Context: an optimization exercise on an open-source flow, tuned for small area. The choices shown serve that exercise and are no tape-out recipe.
Only simulation tests tie the RTL to the original design; equivalence was not proved.
Power and IR drop assume default switching activity.

$ cat design/flow/run.sh
#!/bin/bash
# synth_recipe.tcl (not shown) runs the flow's synth.tcl, then flattens the netlist and writes it again
# the make line also repeats each setting of config.mk as NAME=value (left out here)
make -C /OpenROAD-flow-scripts/flow DESIGN_CONFIG=/design/flow/config.mk WORK_HOME=/design/flow/orfs CLKGATE_MAP_FILE= SYNTH_SCRIPT=/design/flow/synth_recipe.tcl finish
$ cat design/flow/constraint.sdc
create_clock -name core_clock -period 10.0 [get_ports {clk}]
set_input_delay 2.0000 -clock core_clock [delete_from_list [all_inputs] [get_ports {clk}]]
set_output_delay 2.0000 -clock core_clock [all_outputs]
set_load 0.01 [all_outputs]
$ cat design/flow/config.mk
export PLATFORM = sky130hd
export DESIGN_NAME = fpu
export DESIGN_NICKNAME = fpu
export VERILOG_FILES = /design/flow/design.v
export SDC_FILE = /design/flow/constraint.sdc
export NUM_CORES = 4
export LEC_CHECK = 0
export CAP_MARGIN = 20
export CORE_MARGIN = 2
export CORE_UTILIZATION = 40
export SLEW_MARGIN = 20
$ cat design/flow/design.v
module fadd(input logic clk,
            input logic [31:0] x1,
            input logic [31:0] x2,
            output logic [31:0] y
    );
    logic big;
    assign big=(x1[30:23]==x2[30:23])? ((x1[22:0]>=x2[22:0])? 1'b1 : 1'b0) : ((x1[30:23]>x2[30:23])? 1'b1 : 1'b0);
    logic calc;
    logic s1;
    logic s2;
    logic [7:0] e1;
    logic [7:0] e2;
    logic [24:0] x1_m;
    logic [24:0] x2_m;
    assign x1_m={2'b01,x1[22:0]};
    assign x2_m={2'b01,x2[22:0]};
    logic [24:0] big_x;
    logic [24:0] small_x;
    logic [24:0] m2;
    always_comb begin
        if(m2[24]==1'b1) begin
                y={s2,e2+8'd1,m2[23:1]};
        end else if(m2[23]==1'b1) begin
                y={s2,e2,m2[22:0]};
        end else if(m2[22]==1'b1) begin
                y=(e2>8'd1)? {s2,e2-8'd1,m2[21:0],1'd0} : 32'd0;
        end else if(m2[21]==1'b1) begin
                y=(e2>8'd2)? {s2,e2-8'd2,m2[20:0],2'd0} : 32'd0;
        end else if(m2[20]==1'b1) begin
                y=(e2>8'd3)? {s2,e2-8'd3,m2[19:0],3'd0} : 32'd0;
        end else if(m2[19]==1'b1) begin
                y=(e2>8'd4)? {s2,e2-8'd4,m2[18:0],4'd0} : 32'd0;
        end else if(m2[18]==1'b1) begin
                y=(e2>8'd5)? {s2,e2-8'd5,m2[17:0],5'd0} : 32'd0;
        end else if(m2[17]==1'b1) begin
                y=(e2>8'd6)? {s2,e2-8'd6,m2[16:0],6'd0} : 32'd0;
        end else if(m2[16]==1'b1) begin
                y=(e2>8'd7)? {s2,e2-8'd7,m2[15:0],7'd0} : 32'd0;
        end else if(m2[15]==1'b1) begin
                y=(e2>8'd8)? {s2,e2-8'd8,m2[14:0],8'd0} : 32'd0;
        end else if(m2[14]==1'b1) begin
                y=(e2>8'd9)? {s2,e2-8'd9,m2[13:0],9'd0} : 32'd0;
        end else if(m2[13]==1'b1) begin
                y=(e2>8'd10)? {s2,e2-8'd10,m2[12:0],10'd0} : 32'd0;
        end else if(m2[12]==1'b1) begin
                y=(e2>8'd11)? {s2,e2-8'd11,m2[11:0],11'd0} : 32'd0;
        end else if(m2[11]==1'b1) begin
                y=(e2>8'd12)? {s2,e2-8'd12,m2[10:0],12'd0} : 32'd0;
        end else if(m2[10]==1'b1) begin
                y=(e2>8'd13)? {s2,e2-8'd13,m2[9:0],13'd0} : 32'd0;
        end else if(m2[9]==1'b1) begin
                y=(e2>8'd14)? {s2,e2-8'd14,m2[8:0],14'd0} : 32'd0;
        end else if(m2[8]==1'b1) begin
                y=(e2>8'd15)? {s2,e2-8'd15,m2[7:0],15'd0} : 32'd0;
        end else if(m2[7]==1'b1) begin
                y=(e2>8'd16)? {s2,e2-8'd16,m2[6:0],16'd0} : 32'd0;
        end else if(m2[6]==1'b1) begin
                y=(e2>8'd17)? {s2,e2-8'd17,m2[5:0],17'd0} : 32'd0;
        end else if(m2[5]==1'b1) begin
                y=(e2>8'd18)? {s2,e2-8'd18,m2[4:0],18'd0} : 32'd0;
        end else if(m2[4]==1'b1) begin
                y=(e2>8'd19)? {s2,e2-8'd19,m2[3:0],19'd0} : 32'd0;
        end else if(m2[3]==1'b1) begin
                y=(e2>8'd20)? {s2,e2-8'd20,m2[2:0],20'd0} : 32'd0;
        end else if(m2[2]==1'b1) begin
                y=(e2>8'd21)? {s2,e2-8'd21,m2[1:0],21'd0} : 32'd0;
        end else if(m2[1]==1'b1) begin
                y=(e2>8'd22)? {s2,e2-8'd22,m2[0],22'd0} : 32'd0;
        end else if(m2[0]==1'b1) begin
                y=(e2>8'd23)? {s2,e2-8'd23,23'd0} : 32'd0;
        end else begin
                y=32'd0;
        end    
    end
    always@(posedge clk) begin
        s1<=(big)? x1[31] : x2[31];
        e1<=(big)? x1[30:23] : x2[30:23];
        calc<=x1[31]^x2[31];
        big_x<=(big)? ((x1[30:23]==8'd0)? 24'd0 : x1_m) : ((x2[30:23]==8'd0)? 24'd0 : x2_m);
        small_x<=(big)? ((x2[30:23]==8'd0)? 24'd0 : x2_m>>(x1[30:23]-x2[30:23])) : ((x1[30:23]==8'd0)? 24'd0 : x1_m>>(x2[30:23]-x1[30:23]));
        s2<=s1;
        e2<=e1;
        m2<=(calc)? (big_x-small_x) : (big_x+small_x);
    end
endmodule
module fsub(input logic clk,
            input logic [31:0] x1,
            input logic [31:0] x2,
            output logic [31:0] y);
    logic [31:0] x2_sub;
    assign x2_sub={~x2[31],x2[30:0]};
    fadd uut(.clk(clk),.x1(x1),.x2(x2_sub),.y(y));
endmodule
module fmul(input logic clk,
            input logic [31:0] x1,
           input logic [31:0] x2,
            output logic [31:0] y
    );
   logic s1;
   logic [7:0] e1;
   logic [22:0] m1;
   logic s2;
   logic [7:0] e2;
   logic [22:0] m2;
   assign {s1,e1,m1}=x1;
   assign {s2,e2,m2}=x2;
   logic [8:0] e1a;
   logic [8:0] e2a;
   logic zero1;
   logic zero2;
   assign e1a={1'b0,e1};
   assign e2a={1'b0,e2};
   logic s3;
   logic s3_2;
   logic [8:0] e3a;
   logic [8:0] e3a_2;
   logic [12:0] m1h;
   logic [10:0] m1l;
   logic [12:0] m2h;
   logic [10:0] m2l;
   assign m1h={1'b1,m1[22:11]};
   assign m1l=m1[10:0];
   assign m2h={1'b1,m2[22:11]};
   assign m2l=m2[10:0];
   logic [25:0] hh;
   logic [23:0] hl;
   logic [23:0] lh;
   logic [25:0] sum;
   logic [8:0] e3b;
   logic [7:0] e3;
   assign e3=(~e3a_2[8])? 8'd0 : ((sum[25])? e3b[7:0] : e3a_2[7:0]);
   logic [22:0] m3;
   assign m3=(sum[25])? sum[24:2] : sum[23:1];
   assign y=(zero2==1'b1)? 32'd0 : ((e3==8'd0)? {s3_2,8'd1,23'd0} : {s3_2,e3,m3});
   always@(posedge clk) begin
      hh<=m1h*m2h;
      hl<=m1h*m2l;
      lh<=m1l*m2h;
      e3a<=e1a+e2a+9'd129;
      s3<=s1^s2;
      zero1<=(e1==8'd0 | e2==8'd0)? 1'b1 : 1'b0;
      sum<=hh+(hl>>11)+(lh>>11)+26'd2;
      e3b<=e3a+9'b1;
      e3a_2<=e3a;
      s3_2<=s3;
      zero2<=zero1;
    end
endmodule
module ftoi(input logic clk,
            input logic [31:0] x,
            output logic [31:0] y);
    logic s1;
    logic s2;
    assign s1=x[31];
    logic [7:0] e1;
    assign e1=x[30:23];
    logic [31:0] m1;
    logic [31:0] y1;
    assign m1={9'd1,x[22:0]};
    always@(posedge clk) begin
        s2<=s1;
        if(e1>=8'd150 & e1<=8'd158) begin
            y1<=(m1<<(e1-8'd150));
        end else if(e1==8'd149) begin
            y1<=(m1[0])? ((m1>>1)+32'd1) : (m1>>1);
        end else if(e1==8'd148) begin
            y1<=(m1[1])? ((m1>>2)+32'd1) : (m1>>2);
        end else if(e1==8'd147) begin
            y1<=(m1[2])? ((m1>>3)+32'd1) : (m1>>3);
        end else if(e1==8'd146) begin
            y1<=(m1[3])? ((m1>>4)+32'd1) : (m1>>4);
        end else if(e1==8'd145) begin
            y1<=(m1[4])? ((m1>>5)+32'd1) : (m1>>5);
        end else if(e1==8'd144) begin
            y1<=(m1[5])? ((m1>>6)+32'd1) : (m1>>6);
        end else if(e1==8'd143) begin
            y1<=(m1[6])? ((m1>>7)+32'd1) : (m1>>7);
        end else if(e1==8'd142) begin
            y1<=(m1[7])? ((m1>>8)+32'd1) : (m1>>8);
        end else if(e1==8'd141) begin
            y1<=(m1[8])? ((m1>>9)+32'd1) : (m1>>9);
        end else if(e1==8'd140) begin
            y1<=(m1[9])? ((m1>>10)+32'd1) : (m1>>10);
        end else if(e1==8'd139) begin
            y1<=(m1[10])? ((m1>>11)+32'd1) : (m1>>11);
        end else if(e1==8'd138) begin
            y1<=(m1[11])? ((m1>>12)+32'd1) : (m1>>12);
        end else if(e1==8'd137) begin
            y1<=(m1[12])? ((m1>>13)+32'd1) : (m1>>13);
        end else if(e1==8'd136) begin
            y1<=(m1[13])? ((m1>>14)+32'd1) : (m1>>14);
        end else if(e1==8'd135) begin
            y1<=(m1[14])? ((m1>>15)+32'd1) : (m1>>15);
        end else if(e1==8'd134) begin
            y1<=(m1[15])? ((m1>>16)+32'd1) : (m1>>16);
        end else if(e1==8'd133) begin
            y1<=(m1[16])? ((m1>>17)+32'd1) : (m1>>17);
        end else if(e1==8'd132) begin
            y1<=(m1[17])? ((m1>>18)+32'd1) : (m1>>18);
        end else if(e1==8'd131) begin
            y1<=(m1[18])? ((m1>>19)+32'd1) : (m1>>19);
        end else if(e1==8'd130) begin
            y1<=(m1[19])? ((m1>>20)+32'd1) : (m1>>20);
        end else if(e1==8'd129) begin
            y1<=(m1[20])? ((m1>>21)+32'd1) : (m1>>21);
        end else if(e1==8'd128) begin
            y1<=(m1[21])? ((m1>>22)+32'd1) : (m1>>22);
        end else if(e1==8'd127) begin
            y1<=(m1[22])? ((m1>>23)+32'd1) : (m1>>23);
        end else if(e1==8'd126) begin
            y1<=32'd1;
        end else begin
            y1<=32'd0;
        end
        y<=(s2)? (~y1+32'd1) : y1;
    end
endmodule
module itof(input logic clk,
            input logic [31:0] x,
            output logic [31:0] y);
    logic s1;
    logic s2;
    logic [31:0] abs_x;
    logic [31:0] tmp;
    logic [7:0] e1;
    logic [7:0] e2;
    logic [22:0] m1;
    logic [22:0] m2;
    logic up;
    assign e2=(up==1'b0)? e1 : (&m1==1'b0)? e1 : e1+1;
    assign m2=(up==1'b0)? m1 : (&m1==1'b0)? m1+1 : 23'd0;
    assign tmp={s1,e2,m2};
    always_comb begin
        if(abs_x[31]==1'b1) begin
            e1=8'd0;
            m1=23'd0;
            up=1'd0;
        end else if(abs_x[30]==1'b1) begin
            e1=8'd157;
            m1=abs_x[29:7];
            up=abs_x[6];
        end else if(abs_x[29]==1'b1) begin
            e1=8'd156;
            m1=abs_x[28:6];
            up=abs_x[5];
        end else if(abs_x[28]==1'b1) begin
            e1=8'd155;
            m1=abs_x[27:5];
            up=abs_x[4];
        end else if(abs_x[27]==1'b1) begin
            e1=8'd154;
            m1=abs_x[26:4];
            up=abs_x[3];
        end else if(abs_x[26]==1'b1) begin
            e1=8'd153;
            m1=abs_x[25:3];
            up=abs_x[2];
        end else if(abs_x[25]==1'b1) begin
            e1=8'd152;
            m1=abs_x[24:2];
            up=abs_x[1];
        end else if(abs_x[24]==1'b1) begin
            e1=8'd151;
            m1=abs_x[23:1];
            up=abs_x[0];
        end else if(abs_x[23]==1'b1) begin
            e1=8'd150;
            m1=abs_x[22:0];
            up=1'b0;
        end else if(abs_x[22]==1'b1) begin
            e1=8'd149;
            m1=(abs_x[21:0]<<1);
            up=1'b0;
        end else if(abs_x[21]==1'b1) begin
            e1=8'd148;
            m1=(abs_x[20:0]<<2);
            up=1'b0;
        end else if(abs_x[20]==1'b1) begin
            e1=8'd147;
            m1=(abs_x[19:0]<<3);
            up=1'b0;
        end else if(abs_x[19]==1'b1) begin
            e1=8'd146;
            m1=(abs_x[18:0]<<4);
            up=1'b0;
        end else if(abs_x[18]==1'b1) begin
            e1=8'd145;
            m1=(abs_x[17:0]<<5);
            up=1'b0;
        end else if(abs_x[17]==1'b1) begin
            e1=8'd144;
            m1=(abs_x[16:0]<<6);
            up=1'b0;
        end else if(abs_x[16]==1'b1) begin
            e1=8'd143;
            m1=(abs_x[15:0]<<7);
            up=1'b0;
        end else if(abs_x[15]==1'b1) begin
            e1=8'd142;
            m1=(abs_x[14:0]<<8);
            up=1'b0;
        end else if(abs_x[14]==1'b1) begin
            e1=8'd141;
            m1=(abs_x[13:0]<<9);
            up=1'b0;
        end else if(abs_x[13]==1'b1) begin
            e1=8'd140;
            m1=(abs_x[12:0]<<10);
            up=1'b0;
        end else if(abs_x[12]==1'b1) begin
            e1=8'd139;
            m1=(abs_x[11:0]<<11);
            up=1'b0;
        end else if(abs_x[11]==1'b1) begin
            e1=8'd138;
            m1=(abs_x[10:0]<<12);
            up=1'b0;
        end else if(abs_x[10]==1'b1) begin
            e1=8'd137;
            m1=(abs_x[9:0]<<13);
            up=1'b0;
        end else if(abs_x[9]==1'b1) begin
            e1=8'd136;
            m1=(abs_x[8:0]<<14);
            up=1'b0;
        end else if(abs_x[8]==1'b1) begin
            e1=8'd135;
            m1=(abs_x[7:0]<<15);
            up=1'b0;
        end else if(abs_x[7]==1'b1) begin
            e1=8'd134;
            m1=(abs_x[6:0]<<16);
            up=1'b0;
        end else if(abs_x[6]==1'b1) begin
            e1=8'd133;
            m1=(abs_x[5:0]<<17);
            up=1'b0;
        end else if(abs_x[5]==1'b1) begin
            e1=8'd132;
            m1=(abs_x[4:0]<<18);
            up=1'b0;
        end else if(abs_x[4]==1'b1) begin
            e1=8'd131;
            m1=(abs_x[3:0]<<19);
            up=1'b0;
        end else if(abs_x[3]==1'b1) begin
            e1=8'd130;
            m1=(abs_x[2:0]<<20);
            up=1'b0;
        end else if(abs_x[2]==1'b1) begin
            e1=8'd129;
            m1=(abs_x[1:0]<<21);
            up=1'b0;
        end else if(abs_x[1]==1'b1) begin
            e1=8'd128;
            m1=(abs_x[0]<<22);
            up=1'b0;
        end else if(abs_x[0]==1'b1) begin
            e1=8'd127;
            m1=23'd0;
            up=1'b0;
        end else begin
            e1=8'd0;
            m1=23'd0;
            up=1'b0;
        end
    end
    always@(posedge clk) begin
        if(x[31]==1'b1) begin
            s1<=1'b1;
            abs_x<=~x+1;
        end else begin
            s1<=1'b0;
            abs_x<=x;
        end
        y<=tmp;
    end
endmodule
module floor(input logic clk,
            input logic [31:0] x,
            output logic [31:0] y);
    logic s2;
    logic s3;
    logic [7:0] e1;
    logic [7:0] e2;
    logic [22:0] m1;
    logic [23:0] m2;
    logic [24:0] m3;
    logic [23:0] over;
    logic all_zero;
    logic [31:0] tmp;
    assign e1=x[30:23];
    assign m1=x[22:0];
    assign m3=(all_zero)? m2 : m2+over;
    assign tmp=(e2<=8'd126)? ((s2==1'b0)? 32'd0 : 32'hbf800000) : ((m3[24]==1'b1)? {s2,e2+8'd1,m3[23:1]} : {s2,e2,m3[22:0]});
    always@(posedge clk) begin
        s2<=x[31];
        e2<=e1;
        if(e1==8'd127) begin
            m2<={1'b1,m1&23'b00000000000000000000000};
            over<=(x[31]<<23);
            all_zero<=~|m1[22:0];
        end else if(e1==8'd128) begin
            m2<={1'b1,m1&23'b10000000000000000000000};
            over<=(x[31]<<22);
            all_zero<=~|m1[21:0];
        end else if(e1==8'd129) begin
            m2<={1'b1,m1&23'b11000000000000000000000};
            over<=(x[31]<<21);
            all_zero<=~|m1[20:0];
        end else if(e1==8'd130) begin
            m2<={1'b1,m1&23'b11100000000000000000000};
            over<=(x[31]<<20);
            all_zero<=~|m1[19:0];
        end else if(e1==8'd131) begin
            m2<={1'b1,m1&23'b11110000000000000000000};
            over<=(x[31]<<19);
            all_zero<=~|m1[18:0];
        end else if(e1==8'd132) begin
            m2<={1'b1,m1&23'b11111000000000000000000};
            over<=(x[31]<<18);
            all_zero<=~|m1[17:0];
        end else if(e1==8'd133) begin
            m2<={1'b1,m1&23'b11111100000000000000000};
            over<=(x[31]<<17);
            all_zero<=~|m1[16:0];
        end else if(e1==8'd134) begin
            m2<={1'b1,m1&23'b11111110000000000000000};
            over<=(x[31]<<16);
            all_zero<=~|m1[15:0];
        end else if(e1==8'd135) begin
            m2<={1'b1,m1&23'b11111111000000000000000};
            over<=(x[31]<<15);
            all_zero<=~|m1[14:0];
        end else if(e1==8'd136) begin
            m2<={1'b1,m1&23'b11111111100000000000000};
            over<=(x[31]<<14);
            all_zero<=~|m1[13:0];
        end else if(e1==8'd137) begin
            m2<={1'b1,m1&23'b11111111110000000000000};
            over<=(x[31]<<13);
            all_zero<=~|m1[12:0];
        end else if(e1==8'd138) begin
            m2<={1'b1,m1&23'b11111111111000000000000};
            over<=(x[31]<<12);
            all_zero<=~|m1[11:0];
        end else if(e1==8'd139) begin
            m2<={1'b1,m1&23'b11111111111100000000000};
            over<=(x[31]<<11);
            all_zero<=~|m1[10:0];
        end else if(e1==8'd140) begin
            m2<={1'b1,m1&23'b11111111111110000000000};
            over<=(x[31]<<10);
            all_zero<=~|m1[9:0];
        end else if(e1==8'd141) begin
            m2<={1'b1,m1&23'b11111111111111000000000};
            over<=(x[31]<<9);
            all_zero<=~|m1[8:0];
        end else if(e1==8'd142) begin
            m2<={1'b1,m1&23'b11111111111111100000000};
            over<=(x[31]<<8);
            all_zero<=~|m1[7:0];
        end else if(e1==8'd143) begin
            m2<={1'b1,m1&23'b11111111111111110000000};
            over<=(x[31]<<7);
            all_zero<=~|m1[6:0];
        end else if(e1==8'd144) begin
            m2<={1'b1,m1&23'b11111111111111111000000};
            over<=(x[31]<<6);
            all_zero<=~|m1[5:0];
        end else if(e1==8'd145) begin
            m2<={1'b1,m1&23'b11111111111111111100000};
            over<=(x[31]<<5);
            all_zero<=~|m1[4:0];
        end else if(e1==8'd146) begin
            m2<={1'b1,m1&23'b11111111111111111110000};
            over<=(x[31]<<4);
            all_zero<=~|m1[3:0];
        end else if(e1==8'd147) begin
            m2<={1'b1,m1&23'b11111111111111111111000};
            over<=(x[31]<<3);
            all_zero<=~|m1[2:0];
        end else if(e1==8'd148) begin
            m2<={1'b1,m1&23'b11111111111111111111100};
            over<=(x[31]<<2);
            all_zero<=~|m1[1:0];
        end else if(e1==8'd149) begin
            m2<={1'b1,m1&23'b11111111111111111111110};
            over<=(x[31]<<1);
            all_zero<=~m1[0];
        end else if(e1>8'd149) begin
            m2<=m1;
            over<=24'd0;
            all_zero<=1'b0;
        end 
   else begin
            m2<=24'd0;
            over<=24'd0;
            all_zero<=1'b0;
        end
        y<=tmp;
    end
endmodule
module fpu(input logic clk,
           input logic [2:0] op,
           input logic [31:0] x1,
           input logic [31:0] x2,
           output logic [31:0] y);
    logic [31:0] y_add;
    logic [31:0] y_sub;
    logic [31:0] y_mul;
    logic [31:0] y_ftoi;
    logic [31:0] y_itof;
    logic [31:0] y_floor;
    logic [2:0] op1;
    logic [2:0] op2;
    fadd  u_fadd (.clk(clk),.x1(x1),.x2(x2),.y(y_add));
    fsub  u_fsub (.clk(clk),.x1(x1),.x2(x2),.y(y_sub));
    fmul  u_fmul (.clk(clk),.x1(x1),.x2(x2),.y(y_mul));
    ftoi  u_ftoi (.clk(clk),.x(x1),.y(y_ftoi));
    itof  u_itof (.clk(clk),.x(x1),.y(y_itof));
    floor u_floor(.clk(clk),.x(x1),.y(y_floor));
    always@(posedge clk) begin
        op1<=op;
        op2<=op1;
    end
    always_comb begin
        case(op2)
            3'd0: y=y_add;
            3'd1: y=y_sub;
            3'd2: y=y_mul;
            3'd3: y=y_ftoi;
            3'd4: y=y_itof;
            3'd5: y=y_floor;
            default: y=32'd0;
        endcase
    end
endmodule
==> results.ini <==
[sta]
min_period_ps = 9475
fin_setup_tns_ps = 0
tightest_slew_ps = 1290
fmax_mhz = 105.5
setup_viol = 0
finalClockSkew_ps = 33.36
slew_viol_final = 0
hold_slack_ps = 326.2
period_share_pct = 94.75
relSlewSlack_pct = 13.98
hold_violations = 0
rsz0062_at_grt = no

[worst_setup_path]
criticalPathCategory = reg2out
r2r-end = u_itof.y[24]
worstPathMaxFanout = 20
rr_startpoint = u_itof.abs_x[22]
end_kind = primary output
ff2ff_path_depth = 10
start_kind = flop
cp.required_ps = 8000
cp-startpoint = u_fsub.uut.e2[5]
r2r_slack_ps = 5040
worstPathArrival_ps = 7470

[die]
core_area_sq_mm = 0.1544
rows = 144
die_w_um = 398.9
die_area_sq_mm = 0.1591
ioPinCount = 100
fp.dieH_um = 398.9
initial_core_util_pct = 40.39

[global_route]
grt_pass1_wl_mm = 507.1
track_usage_pct = 43.87
grtUsageMet2_pct = 62.15
grt_pass1_vias = 66983
grt_max_degree = 56
grt_use_met3_pct = 15.03
grtUsageMet1_pct = 57.76
grt-ovfl-total = 0
antenna_found_initial = 32
top_usage_layer = met2

[yosys]
yosysSeqAreaShare_pct = 14.35
synth_area_sq_mm = 0.06237
synth_top_cells_by_area = dfxtp_1, fa_1, ha_1
synth.avg_cell_area_sq_um = 7.297
synth_largest_area_cell = dfxtp_1
synthArstFlopShare_pct = 0
synth_edf_count = 0
syn_nets = 9367
synth.distinct_cells = 114
syn_inst = 8547
synth.ff_latch_count = 447
synth_top_flop_cell = dfxtp_1
yosysWarnings = 6
synthDominantCellAreaShare_pct = 14.35
synthTopCellsByCount = nand2_1, nor2_1, a21oi_1
post-synth-top-count-cell = nand2_1

[route]
drtPass1Iterations = 12
antenna_left = 0
viasPerCell = 6.912
vias = 71702
wl_per_cell_um = 34.86
wirelength_mm = 361.6
drcViolationCount = 0
drtIter0Drc = 11709

[hold_path]
holdPathStages = 0
hp-class = reg2reg
worstHoldEndpoint = op2[1]
hold_start = op1[1]

[clock_network]
cts_buffers = 52
clk_pin_slew_worst_paths_ps = 70
clockRootBuffer = clkbuf_16
cts_resized = 0
clkSinkCount = 447
clk-insertion-delay-late_ps = 660
postCtsSetupBuffers = 0
cts_max_path_buffers = 3
postCtsHoldBufs = 0
cts_tree = yes
cts_max_level = 2

[finish]
final_util_pct = 43.58
area_growth_syn_to_layout_pct = 7.888
final_nets = 9099
drive_gt1_share_pct = 7.682
multi_input_area_sq_mm = 0.04852
final_cell_area_sq_mm = 0.06729
fill_cells = 15937
register_area_sq_mm = 0.008969

[power]
seq_power_share_pct = 15.9
swShare_pct = 56.75
p_sw_mw = 9.522
internal-power_mw = 7.258
p_total_mw = 16.78
combPwrFrac_pct = 72.7
p_clk_share_pct = 11.5
p_per_area_mw_per_mm2 = 249.4
power_leakage_nw = 27.10
vdd_drop_max_v = 0.0003168

[place]
numPortBuffers = 99
post-dp-hpwl_mm = 268.0
place_area_sq_mm = 0.06548
gp_congestion = 1.094

[status]
status = timing/DRC/antenna clean

[job]
cap_violations = 0

-- power by group through the flow --
stage / Sequential [mW] / Combinational [mW] / Clock (mW)
6_report: 2.66 / 12.2 / 1.93
5_1_grt: 2.68 / 12.7 / 2.02
4_1_cts: 2.64 / 11.6 / 1.95
3_5_place_dp: 2.67 / 11.5 / 0
3_3_place_gp: 2.67 / 11.5 / 0
2_1_floorplan: 2.43 / 7.23 / 0
-- kinds of logic (layout without fill, tap and decap cells) --
family / Yosys count / count (layout) / share of synthesized area, %
AOI/OAI and AO/OA: 2587 / 2587 / 27.61
xor gates and xnor gates: 500 / 500 / 7.021
adders and majority gates: 752 / 752 / 19.11
buffers and inverters: 1304 / 1075 / 8.067
DFF: 447 / 447 / 14.35
muxes: 194 / 194 / 3.581
other: 0 / 12 / 0
and+or+nand+nor: 2763 / 2763 / 20.26
-- worst max-delay path by stage --
stage	end	slack (ps)	cells after the start
global route	y[20]	500	16
detailed placement	u_fmul.lh[23]	1090	20
finish	y[20]	530	16
CTS	y[20]	1010	16
floorplan	u_fmul.hh[24]	1430	24
global placement	u_fmul.hh[24]	1110	22
-- layout make-up --
class | instances | area share (%)
tap | 2044 | 3.801
antenna | 12 | 0.04463
inverter | 545 | 3.040
clock inverter | 26 | 0.4109
multi-input combinational | 6796 | 72.10
sequential | 447 | 13.33
clock buffer | 67 | 2.166
timing repair buffer | 437 | 5.108
-- layout by cell type (no fill, tap or decap), drive strengths merged, types with 59 or more instances in the layout --
cell type / n
a211oi: 127
a21o: 59
a21oi: 646
a221oi: 97
a22oi: 67
a31oi: 144
and3: 67
buf: 356
clkbuf: 68
clkdlybuf4s50: 80
dfxtp: 447
fa: 334
ha: 418
inv: 526
mux2i: 141
nand2: 969
nand2b: 66
nand3: 204
nand4: 68
nor2: 806
nor2b: 66
nor3: 208
o211ai: 87
o21ai: 536
o221ai: 71
o22ai: 110
o31ai: 84
xnor2: 447
-- worst max-delay path: stages, from the launching register on --
cell and delay [ps]:
dfxtp_2 500, clkinv_1 100, buf_4 420, ha_1 650
buf_4 330, a21boi_0 710, o21ai_0 270, buf_4 260
and2_1 200, buf_4 200, a221o_1 300, a221oi_1 690
nor4_1 100, o31ai_1 640, o211ai_1 390, a211o_1 480
clkdlybuf4s50_1 520
-- sequential cells by signal, indices dropped and copies added, names as in the netlist, 25 cells and up --
signal	cells
u_floor.y	32
u_ftoi.y1	32
u_ftoi.y	32
u_itof.abs_x	32
u_itof.y	31
u_fmul.hh	26
u_fmul.sum	25
u_fsub.uut.m2	25
-- through the flow --
step | instances | setup WS, ps
3_3_place_gp | 10267 | 1111
3_5_place_dp | 10267 | 1089
5_1_grt | 10362 | 503.6
2_1_floorplan | 8547 | 1428
4_1_cts | 10360 | 1013
6_report | 10374 | 525.4
-- routing by layer --
| layer | wire length, um | share of wire, % |
|---|---|---|
| met5 | 305 | 0.084 |
| met4 | 25540 | 7.1 |
| met1 | 142000 | 39 |
| met3 | 50420 | 14 |
| met2 | 143300 | 40 |

==> re-timing with driven ports <==
The results above use ideal ports. As a check the final layout listed here was re-extracted and re-timed, cells and wires unchanged.
Step 1 (the two cells are an assumption about what drives the block):
set clk [get_ports {clk}]
set_driving_cell -lib_cell sky130_fd_sc_hd__clkbuf_16 $clk
set_driving_cell -lib_cell sky130_fd_sc_hd__buf_2 [delete_from_list [all_inputs] $clk]
Step 2, shift: input delay + t, output delay - t, t = (earliest + latest rising clock arrival at the registers) / 2. This alone moves slack from input paths to output paths.
Slacks: ideal / step 1 / step 2; pairs: ideal / step 1.
t (ns): 0.722
slack for setup (ns): 0.525 / 0.439 / 1.011
worst setup path after step 2: input to register
After both steps this run still meets setup and hold. The setup slack of this run moves by -0.086 ns with the drivers and by +0.486 ns with both steps.
